What follows belongs to an exercise in optimizing a design on an open flow for small area and a short achievable clock period; a production flow would make more cautious choices. At most, simulation tests tie the RTL to the original design; equivalence was not proved. No activity file was given, so power comes from the tool's default toggle rates.

==> run a <==
==> flow/design.v <==
module if_stage (
    input  wire        clk,
    input  wire        rst_n,
    input  wire [18:0] ibus_rdata,
    output reg         fetch_en,
    output wire [18:0] next_instr,
    output reg  [4:0]  opcode,
    output reg  [2:0]  rd
);
    assign next_instr = ibus_rdata & {19{fetch_en}};
    always @(posedge clk or negedge rst_n) begin
        if (!rst_n) begin
            fetch_en <= 1'b0;
            opcode   <= 5'd0;
            rd       <= 3'd0;
        end else begin
            fetch_en <= 1'b1;
            opcode   <= next_instr[18:14];
            rd       <= next_instr[13:11];
        end
    end
endmodule
module id_stage (
    input  [18:0] instruction,
    output [2:0]  rs1,
    output [2:0]  rs2
);
    assign rs1 = instruction[10:8];
    assign rs2 = instruction[7:5];
endmodule
module regfile (
    input         clk,
    input  [2:0]  rd_addr,
    input  [2:0]  rs1_addr,
    input  [2:0]  rs2_addr,
    input  [18:0] wb_data,
    input         reg_write,
    output [18:0] rs1_data,
    output [18:0] rs2_data
);
    reg [18:0] registers [1:7];
    always @(posedge clk) begin
        if (reg_write && rd_addr != 3'd0)
            registers[rd_addr] <= wb_data;
    end
    assign rs1_data = (rs1_addr == 3'd0) ? 19'd0 : registers[rs1_addr];
    assign rs2_data = (rs2_addr == 3'd0) ? 19'd0 : registers[rs2_addr];
endmodule
module alu #(parameter integer SP = 10) (
    input             clk,
    input             rst_n,
    input      [18:0] a_next,
    input      [18:0] b_next,
    input      [4:0]  op_next,
    input      [4:0]  opcode,
    output reg [18:0] operand_a,
    output reg [18:0] operand_b,
    output reg [18:0] result
);
    localparam integer NK = SP / 2;    
    wire        div_n = op_next[0];    
    wire [18:0] y_n   = div_n ? b_next : a_next;
    wire [20:0] y3_n  = {2'b0, y_n} + {1'b0, y_n, 1'b0};
    wire [18:0] z1_n  = div_n ? (~b_next + 19'd1) : a_next;
    wire [18:0] z3_n  = div_n ? (~y3_n[18:0] + 19'd1) : y3_n[18:0];
    wire        bz_n  = ~|b_next;
    wire [9:0]  ok3_n;
    genvar k;
    generate
        for (k = 0; k < 10; k = k + 1) begin : ok3g
            assign ok3_n[k] = ~|(y3_n >> (19 - 2*k));
        end
    endgenerate
    wire [18:0] acc_n;
    wire [19:SP] q_n;
    md_steps #(.HI(18), .LO(SP)) pre (
        .acc_in(a_next & {19{div_n}}), .z1(z1_n), .z3(z3_n), .div(div_n),
        .b(b_next), .ok3(ok3_n[9:NK]), .acc_out(acc_n), .q(q_n)
    );
    reg  [18:SP]   acc_hi;
    reg  [18:SP]   q_hi;
    reg  [18:0]    z1, z3;
    reg  [NK-1:0]  ok3;
    reg            div_r;
    reg            bz;
    always @(posedge clk or negedge rst_n) begin
        if (!rst_n) begin
            operand_a <= 19'd0;
            operand_b <= 19'd0;
        end else begin
            operand_a <= a_next;
            operand_b <= b_next;
        end
    end
    always @(posedge clk) begin
        acc_hi <= acc_n[18:SP];
        q_hi   <= q_n[18:SP];
        z1     <= z1_n;
        z3     <= z3_n;
        ok3    <= ok3_n[NK-1:0];
        div_r  <= div_n;
        bz     <= bz_n;
    end
    wire [18:0] a = operand_a;
    wire [18:0] b = operand_b;
    wire [18:0] prod;
    wire [SP-1:0] q_lo;
    md_steps #(.HI(SP-2), .LO(0)) post (
        .acc_in({acc_hi, a[SP-1:0] & {SP{div_r}}}), .z1(z1), .z3(z3), .div(div_r),
        .b(b), .ok3(ok3), .acc_out(prod), .q(q_lo)
    );
    wire [18:0] quot = {q_hi, q_lo} | {19{bz}};
    wire [18:0] addb = opcode[3] ? {19{opcode[0]}} : (b ^ {19{opcode[0]}});
    wire [18:0] sum  = a + addb + {18'd0, opcode[0] ^ opcode[3]};
    always @(*) begin
        case (opcode)
            5'd0, 5'd1, 5'd8, 5'd9: result = sum;
            5'd2: result = prod;
            5'd3: result = quot;
            5'd4: result = a & b;
            5'd5: result = a | b;
            5'd6: result = a ^ b;
            5'd7: result = ~a;
            default: result = 19'd0;
        endcase
    end
endmodule
module md_steps #(parameter integer HI = 18, parameter integer LO = 0) (
    input  [18:0]      acc_in,
    input  [18:0]      z1,
    input  [18:0]      z3,
    input              div,
    input  [18:0]      b,
    input  [HI/2:LO/2] ok3,
    output [18:0]      acc_out,
    output [HI+1:LO]   q
);
    wire [18:0] acc [LO:HI+2];
    assign acc[HI+2] = acc_in;
    assign acc_out = acc[LO];
    wire [18:0] z2 = {z1[17:0], 1'b0};
    genvar s;
    generate
        for (s = HI; s >= LO; s = s - 2) begin : st
            localparam integer W = 19 - s;
            wire [W-1:0] r = acc[s+2][18:s];
            wire [W-1:0] nr;
            if (W == 1) begin : top
                wire x = r[0] ^ z1[0];
                wire c1 = ~|b[18:1] & (r[0] & z1[0]);
                wire e1 = div ? c1 : b[18];
                assign q[s] = c1;
                assign q[s+1] = 1'b0;
                assign nr = e1 ? x : r;
            end else if (s == 0) begin : last
                wire [W:0] x1, x2, x3;
                addc #(W) u1 (.x(r), .y(z1[W-1:0]), .ci(1'b0), .s(x1[W-1:0]), .co(x1[W]));
                addc #(W) u2 (.x(r), .y(z2[W-1:0]), .ci(1'b0), .s(x2[W-1:0]), .co(x2[W]));
                addc #(W) u3 (.x(r), .y(z3[W-1:0]), .ci(1'b0), .s(x3[W-1:0]), .co(x3[W]));
                wire ok2 = ~|(b >> (W-1));
                wire c1 = x1[W];
                wire c2 = ok2 & x2[W];
                wire c3 = ok3[s/2] & x3[W];
                assign q[s+1] = c2;
                assign q[s]   = c3 | (c1 & ~c2);
                wire [W-1:0] mz = b[s+1] ? (b[s] ? z3[W-1:0] : z2[W-1:0]) :
                                           (b[s] ? z1[W-1:0] : {W{1'b0}});
                wire pco;
                addc #(W) um (.x(r), .y(mz), .ci(1'b0), .s(nr), .co(pco));
            end else begin : full
                wire [W:0] x1, x2, x3;
                addc #(W) u1 (.x(r), .y(z1[W-1:0]), .ci(1'b0), .s(x1[W-1:0]), .co(x1[W]));
                addc #(W) u2 (.x(r), .y(z2[W-1:0]), .ci(1'b0), .s(x2[W-1:0]), .co(x2[W]));
                addc #(W) u3 (.x(r), .y(z3[W-1:0]), .ci(1'b0), .s(x3[W-1:0]), .co(x3[W]));
                wire ok1 = (W >= 19) ? 1'b1 : ~|(b >> W);
                wire ok2 = ~|(b >> (W-1));
                wire c1 = ok1 & x1[W];
                wire c2 = ok2 & x2[W];
                wire c3 = ok3[s/2] & x3[W];
                assign q[s+1] = c2;
                assign q[s]   = c3 | (c1 & ~c2);
                wire e3 = div ? c3 : (b[s+1] & b[s]);
                wire e2 = div ? c2 : b[s+1];
                wire e1 = div ? c1 : b[s];
                assign nr = e3 ? x3[W-1:0] : e2 ? x2[W-1:0] : e1 ? x1[W-1:0] : r;
            end
            if (s == 0) begin : l
                assign acc[s] = nr;
            end else begin : m
                assign acc[s] = {nr, acc[s+2][s-1:0]};
            end
        end
    endgenerate
endmodule
module addc #(parameter integer W = 8) (
    input  [W-1:0] x, input [W-1:0] y, input ci,
    output [W-1:0] s, output co
);
    localparam integer L = (W <= 1) ? 1 : $clog2(W);
    wire [W-1:0] g [0:L];
    wire [W-1:0] p [0:L];
    assign g[0] = {x[W-1:1] & y[W-1:1], (x[0] & y[0]) | ((x[0] | y[0]) & ci)};
    assign p[0] = {x[W-1:1] | y[W-1:1], 1'b0};
    genvar l, i;
    generate
        for (l = 0; l < L; l = l + 1) begin : lv
            for (i = 0; i < W; i = i + 1) begin : bt
                if ((i >> l) & 1) begin : c
                    localparam integer J = ((i >> l) << l) - 1;
                    assign g[l+1][i] = g[l][i] | (p[l][i] & g[l][J]);
                    assign p[l+1][i] = p[l][i] & p[l][J];
                end else begin : n
                    assign g[l+1][i] = g[l][i];
                    assign p[l+1][i] = p[l][i];
                end
            end
        end
    endgenerate
    wire [W-1:0] c = {g[L][W-2:0], ci};
    assign s  = x ^ (y ^ c);
    assign co = g[L][W-1];
endmodule
module cpu_core (
    input  wire        clk,
    input  wire        rst_n,
    output wire        bus_valid,
    output wire        bus_write,
    output wire [18:0] bus_addr,
    output wire [18:0] bus_wdata,
    input  wire [18:0] bus_rdata
);
    wire        fetch_en;
    wire [4:0]  opcode;
    wire [2:0]  rd;
    wire [18:0] next_instr;         
    if_stage ifs (
        .clk(clk),
        .rst_n(rst_n),
        .ibus_rdata(bus_rdata),
        .fetch_en(fetch_en),
        .next_instr(next_instr),
        .opcode(opcode),
        .rd(rd)
    );
    wire [2:0] rs1_n, rs2_n;
    id_stage id (
        .instruction(next_instr),
        .rs1(rs1_n),
        .rs2(rs2_n)
    );
    wire [18:0] alu_result;
    wire        mem_access = (opcode == 5'd8) | (opcode == 5'd9);
    wire        reg_write  = ~mem_access & (rd != 3'd0);
    wire [18:0] rf_a, rf_b;
    regfile rf (
        .clk(clk),
        .rd_addr(rd),
        .rs1_addr(rs1_n),
        .rs2_addr(rs2_n),
        .wb_data(alu_result),
        .reg_write(reg_write),
        .rs1_data(rf_a),
        .rs2_data(rf_b)
    );
    wire [18:0] a_n = (reg_write && rd == rs1_n) ? alu_result : rf_a;
    wire [18:0] b_n = (reg_write && rd == rs2_n) ? alu_result : rf_b;
    wire [18:0] op_a, op_b;
    wire [18:0] quot;
    alu alu_u (
        .clk(clk),
        .rst_n(rst_n),
        .a_next(a_n),
        .b_next(b_n),
        .op_next(next_instr[18:14]),
        .opcode(opcode),
        .operand_a(op_a),
        .operand_b(op_b),
        .result(alu_result)
    );
    assign bus_valid = mem_access;
    assign bus_write = (opcode == 5'd9);
    assign bus_addr  = alu_result;
    assign bus_wdata = op_b;
endmodule
==> flow/flow/run.sh <==
#!/bin/bash
# The standard layout, with timing repair asked to leave more setup
# slack than the clock period needs (SETUP_SLACK_MARGIN, in ns, from
# flow/margin.txt), so that the layout's critical path comes out shorter.
set -euo pipefail
export SETUP_SLACK_MARGIN="$(cat flow/margin.txt)"
bash standard.sh > standard.log 2>&1
==> flow/flow/margin.txt <==
24
==> flow/standard.sh <==
#!/bin/bash
# synth_recipe.tcl (not shown) runs the flow's synth.tcl, then flattens the netlist and writes it again
# the make line also repeats each setting of config.mk as NAME=value (left out here)
make -C /OpenROAD-flow-scripts/flow DESIGN_CONFIG=/design/flow/config.mk WORK_HOME=/design/flow/orfs CLKGATE_MAP_FILE= SYNTH_SCRIPT=/design/flow/synth_recipe.tcl "${@:-finish}"
==> flow/config.mk <==
export PLATFORM = sky130hd
export DESIGN_NAME = cpu_core
export DESIGN_NICKNAME = cpu_core
export VERILOG_FILES = /design/flow/design.v
export SDC_FILE = /design/flow/constraint.sdc
export NUM_CORES = 4
export LEC_CHECK = 0
export ABC_AREA = 1
export CAP_MARGIN = 20
export CORE_MARGIN = 2
export CORE_UTILIZATION = 40
export SLEW_MARGIN = 20
export TNS_END_PERCENT = 5
==> flow/constraint.sdc <==
create_clock -name core_clock -period 45.0 [get_ports {clk}]
set_input_delay 9.0000 -clock core_clock [delete_from_list [all_inputs] [get_ports {clk}]]
set_output_delay 9.0000 -clock core_clock [all_outputs]
set_load 0.01 [all_outputs]
==> run b: changes against run a <==
--- a/flow/design.v
+++ b/flow/design.v
@@ -198,3 +198,3 @@
 );
-    localparam integer L = (W <= 1) ? 1 : $clog2(W);
+    localparam integer L = (W <= 2) ? 1 : (W <= 4) ? 2 : (W <= 8) ? 3 : (W <= 16) ? 4 : 5;
     wire [W-1:0] g [0:L];
==> flow/flow/run.sh (replaced) <==
#!/bin/bash
# The standard layout with two changes:
#  1. after the standard synthesis, the combinational logic is mapped again
#     by ABC with the full/half adder cells dissolved (flow/resyn.tcl); every
#     register and tie cell is kept as the standard synthesis made it;
#  2. timing repair is asked to leave more setup slack than the clock period
#     needs (SETUP_SLACK_MARGIN, in ns, from flow/margin.txt).
set -euo pipefail
R=orfs/results/sky130hd/cpu_core/base
bash standard.sh synth > synth.log 2>&1
cp "$R/1_2_yosys.v" std_1_2_yosys.v
RESYN_IN=std_1_2_yosys.v RESYN_OUT="$R/1_2_yosys.v" RESYN_TMP=resyn_flat.v \
RESYN_SCRIPT=flow/abc.script RESYN_CONSTR=flow/abc.constr RESYN_STAT=resyn_stat.txt \
    yosys -c flow/resyn.tcl > resyn.log 2>&1
rm -f "$R/1_synth.odb" "$R/1_synth.sdc"
export SETUP_SLACK_MARGIN="$(cat flow/margin.txt)"
bash standard.sh > standard.log 2>&1
==> flow/flow/abc.constr (new file) <==
set_driving_cell sky130_fd_sc_hd__buf_1
set_load 5
==> flow/flow/abc.script (new file) <==
strash
dch
map -B 0.9
topo
stime -c
buffer -c
upsize -c
dnsize -c
==> flow/flow/resyn.tcl (new file) <==
# Re-map the combinational logic of the standard synthesis netlist with ABC,
# keeping every register (and tie cell) exactly as the standard synthesis
# left it: same instances, names and cell types.
yosys -import
set lib $::env(FLOW_HOME)/platforms/sky130hd/lib/sky130_fd_sc_hd__tt_025C_1v80.lib
set in  $::env(RESYN_IN)
set out $::env(RESYN_OUT)
set script $::env(RESYN_SCRIPT)
read_liberty -ignore_miss_func $lib
read_verilog $in
hierarchy -top $::env(FLOW_TOP)
setattr -mod -set blackbox 1 sky130_fd_sc_hd__df* sky130_fd_sc_hd__edf* sky130_fd_sc_hd__conb*
flatten
opt_clean -purge
write_verilog -noattr $::env(RESYN_TMP)
design -reset
read_liberty -lib $lib
read_verilog $::env(RESYN_TMP)
hierarchy -top $::env(FLOW_TOP)
techmap
opt -fast -purge
set du {}
foreach c {probe_p_8 probec_p_8 lpflow_bleeder_1 lpflow_clkbufkapwr_1 lpflow_clkbufkapwr_16 lpflow_clkbufkapwr_2 lpflow_clkbufkapwr_4 lpflow_clkbufkapwr_8 lpflow_clkinvkapwr_1 lpflow_clkinvkapwr_16 lpflow_clkinvkapwr_2 lpflow_clkinvkapwr_4 lpflow_clkinvkapwr_8 lpflow_decapkapwr_12 lpflow_decapkapwr_3 lpflow_decapkapwr_4 lpflow_decapkapwr_6 lpflow_decapkapwr_8 lpflow_inputiso0n_1 lpflow_inputiso0p_1 lpflow_inputiso1n_1 lpflow_inputiso1p_1 lpflow_inputisolatch_1 lpflow_isobufsrc_1 lpflow_isobufsrc_16 lpflow_isobufsrc_2 lpflow_isobufsrc_4 lpflow_isobufsrc_8 lpflow_isobufsrckapwr_16 lpflow_lsbuf_lh_hl_isowell_tap_1 lpflow_lsbuf_lh_hl_isowell_tap_2 lpflow_lsbuf_lh_hl_isowell_tap_4 lpflow_lsbuf_lh_isowell_4 lpflow_lsbuf_lh_isowell_tap_1 lpflow_lsbuf_lh_isowell_tap_2 lpflow_lsbuf_lh_isowell_tap_4} {
    lappend du -dont_use sky130_fd_sc_hd__$c
}
abc -liberty $lib -script $script -constr $::env(RESYN_CONSTR) -D 45000 {*}$du
# internal nets get plain generated names; ports keep theirs
yosys rename -hide w:*.*
opt_clean -purge
splitnets
opt_clean -purge
insbuf -buf sky130_fd_sc_hd__buf_4 A X
opt_clean -purge
check -assert
tee -o $::env(RESYN_STAT) stat -liberty $lib
write_verilog -noattr -nohex -nodec $out
==> run c: changes against run a <==
--- a/flow/design.v
+++ b/flow/design.v
@@ -198,3 +198,3 @@
 );
-    localparam integer L = (W <= 1) ? 1 : $clog2(W);
+    localparam integer L = (W <= 2) ? 1 : (W <= 4) ? 2 : (W <= 8) ? 3 : (W <= 16) ? 4 : 5;
     wire [W-1:0] g [0:L];
==> flow/flow/run.sh (replaced) <==
#!/bin/bash
# The standard layout with three changes:
#  1. after the standard synthesis, the combinational logic is mapped again
#     by ABC with the full/half adder cells dissolved (flow/resyn.tcl); every
#     register and tie cell is kept as the standard synthesis made it;
#  2. timing repair is asked to leave more setup slack than the clock period
#     needs (SETUP_SLACK_MARGIN, in ns, from flow/margin.txt);
#  3. every input and output port is still given a buffer, but a plain
#     buf_4 rather than the delay cell buffer_ports picks by default.
set -euo pipefail
R=orfs/results/sky130hd/cpu_core/base
bash standard.sh synth > synth.log 2>&1
cp "$R/1_2_yosys.v" std_1_2_yosys.v
RESYN_IN=std_1_2_yosys.v RESYN_OUT="$R/1_2_yosys.v" RESYN_TMP=resyn_flat.v \
RESYN_SCRIPT=flow/abc.script RESYN_CONSTR=flow/abc.constr RESYN_STAT=resyn_stat.txt \
    yosys -c flow/resyn.tcl > resyn.log 2>&1
rm -f "$R/1_synth.odb" "$R/1_synth.sdc"
export SETUP_SLACK_MARGIN="$(cat flow/margin.txt)"
export BUFFER_PORTS_ARGS="-buffer_cell sky130_fd_sc_hd__buf_4"
bash standard.sh > standard.log 2>&1
==> flow/flow/abc.constr (new file) <==
set_driving_cell sky130_fd_sc_hd__buf_1
set_load 5
==> flow/flow/abc.script (new file) <==
strash
dch
map -B 0.9
topo
stime -c
buffer -c
upsize -c
dnsize -c
==> flow/flow/margin.txt (replaced) <==
26
==> flow/flow/resyn.tcl (new file) <==
# Re-map the combinational logic of the standard synthesis netlist with ABC,
# keeping every register (and tie cell) exactly as the standard synthesis
# left it: same instances, names and cell types.
yosys -import
set lib $::env(FLOW_HOME)/platforms/sky130hd/lib/sky130_fd_sc_hd__tt_025C_1v80.lib
set in  $::env(RESYN_IN)
set out $::env(RESYN_OUT)
set script $::env(RESYN_SCRIPT)
read_liberty -ignore_miss_func $lib
read_verilog $in
hierarchy -top $::env(FLOW_TOP)
setattr -mod -set blackbox 1 sky130_fd_sc_hd__df* sky130_fd_sc_hd__edf* sky130_fd_sc_hd__conb*
flatten
opt_clean -purge
write_verilog -noattr $::env(RESYN_TMP)
design -reset
read_liberty -lib $lib
read_verilog $::env(RESYN_TMP)
hierarchy -top $::env(FLOW_TOP)
techmap
opt -fast -purge
set du {}
foreach c {probe_p_8 probec_p_8 lpflow_bleeder_1 lpflow_clkbufkapwr_1 lpflow_clkbufkapwr_16 lpflow_clkbufkapwr_2 lpflow_clkbufkapwr_4 lpflow_clkbufkapwr_8 lpflow_clkinvkapwr_1 lpflow_clkinvkapwr_16 lpflow_clkinvkapwr_2 lpflow_clkinvkapwr_4 lpflow_clkinvkapwr_8 lpflow_decapkapwr_12 lpflow_decapkapwr_3 lpflow_decapkapwr_4 lpflow_decapkapwr_6 lpflow_decapkapwr_8 lpflow_inputiso0n_1 lpflow_inputiso0p_1 lpflow_inputiso1n_1 lpflow_inputiso1p_1 lpflow_inputisolatch_1 lpflow_isobufsrc_1 lpflow_isobufsrc_16 lpflow_isobufsrc_2 lpflow_isobufsrc_4 lpflow_isobufsrc_8 lpflow_isobufsrckapwr_16 lpflow_lsbuf_lh_hl_isowell_tap_1 lpflow_lsbuf_lh_hl_isowell_tap_2 lpflow_lsbuf_lh_hl_isowell_tap_4 lpflow_lsbuf_lh_isowell_4 lpflow_lsbuf_lh_isowell_tap_1 lpflow_lsbuf_lh_isowell_tap_2 lpflow_lsbuf_lh_isowell_tap_4} {
    lappend du -dont_use sky130_fd_sc_hd__$c
}
abc -liberty $lib -script $script -constr $::env(RESYN_CONSTR) -D 45000 {*}$du
# internal nets get plain generated names; ports keep theirs
yosys rename -hide w:*.*
opt_clean -purge
splitnets
opt_clean -purge
insbuf -buf sky130_fd_sc_hd__buf_4 A X
opt_clean -purge
check -assert
tee -o $::env(RESYN_STAT) stat -liberty $lib
write_verilog -noattr -nohex -nodec $out
CTS_BUF_LIST = sky130_fd_sc_hd__clkbuf_4 sky130_fd_sc_hd__clkbuf_8   (was not set)
CTS_CLUSTER_SIZE = 24   (was not set)
==> notes <==
Sequential cell count is the same in run c and run b. Register-to-register slack, highest first: run c, run b, run a. The highest hold slack belongs to run c, the lowest to run a. Global-route usage: run b < run c < run a. Wire length: run c > run a > run b. Sequential power: run a is smaller than run c (about 4%). First-iteration DRC count: run c > run b > run a.
==> figures <==
metric	run a	run b	run c
Final instance count without filler cells	5529	5590	5689
Slew HR	0.2445	0.2439	0.2374
Worst Setup SP	alu_u.z3[1]$_DFF_P_	alu_u.operand_b[17]$_DFF_PN0_	alu_u.operand_b[17]$_DFF_PN0_
Worst slack after detailed placement	19420 ps	24410 ps	25060 ps
Antenna violations before repair	0	4	3
Buffering stage count on the worst path with inverters included	8	4	5
Standard cell with the maximum stage delay on the critical path	sky130_fd_sc_hd__dfxtp_1	sky130_fd_sc_hd__clkdlybuf4s50_1	sky130_fd_sc_hd__dfrtp_2
Most used cell, CP	sky130_fd_sc_hd__nand2_1	sky130_fd_sc_hd__nand2_2	sky130_fd_sc_hd__nand2_2
Seq. cell area	0.006420 mm^2	0.006425 mm^2	0.006460 mm^2
CTS H-tree lvls	1	1	2
Syn-to-layout area delta	15.80%	6.971%	11.38%
Clock buffers created by TritonCTS	24	24	41
Outcome	finished clean	finished clean	finished clean
Met1 Track Usage GR	0.3689	0.3713	0.3774
Count of cells along the worst hold path	4	2	2
For run a, only the layout was checked, not whether the RTL still works.

==> afterwards: timing with drivers on the ports <==
Ports are ideal in the flow. The routed layouts listed here were re-timed in OpenROAD.
Step 1 (the two cells are an assumption about what drives the block):
set clk [get_ports {clk}]
set_driving_cell -lib_cell sky130_fd_sc_hd__clkbuf_16 $clk
set_driving_cell -lib_cell sky130_fd_sc_hd__buf_2 [delete_from_list [all_inputs] $clk]
Step 2 times the ports against the registers' clock, not the clock port: input delays grow and output delays shrink by t, the midpoint of the rising clock arrivals with the driver on.
a / b / c = ideal / step 1 / step 2; a / b = the first two.
run	t, ns	setup slack, ns	worst setup path after step 2	slew at the worst register clock pin (ns)
run a	0.607	24.477 / 24.425 / 24.360	input to register	0.07 / 0.07
run b	0.615	24.611 / 24.553 / 25.168	register to output	0.07 / 0.07
run c	0.627	26.390 / 26.341 / 26.300	input to register	0.07 / 0.07
After both steps every run listed still meets setup and hold. The setup slack of run a, which loses most, moves by -0.052 ns with the drivers and by -0.117 ns with both steps.
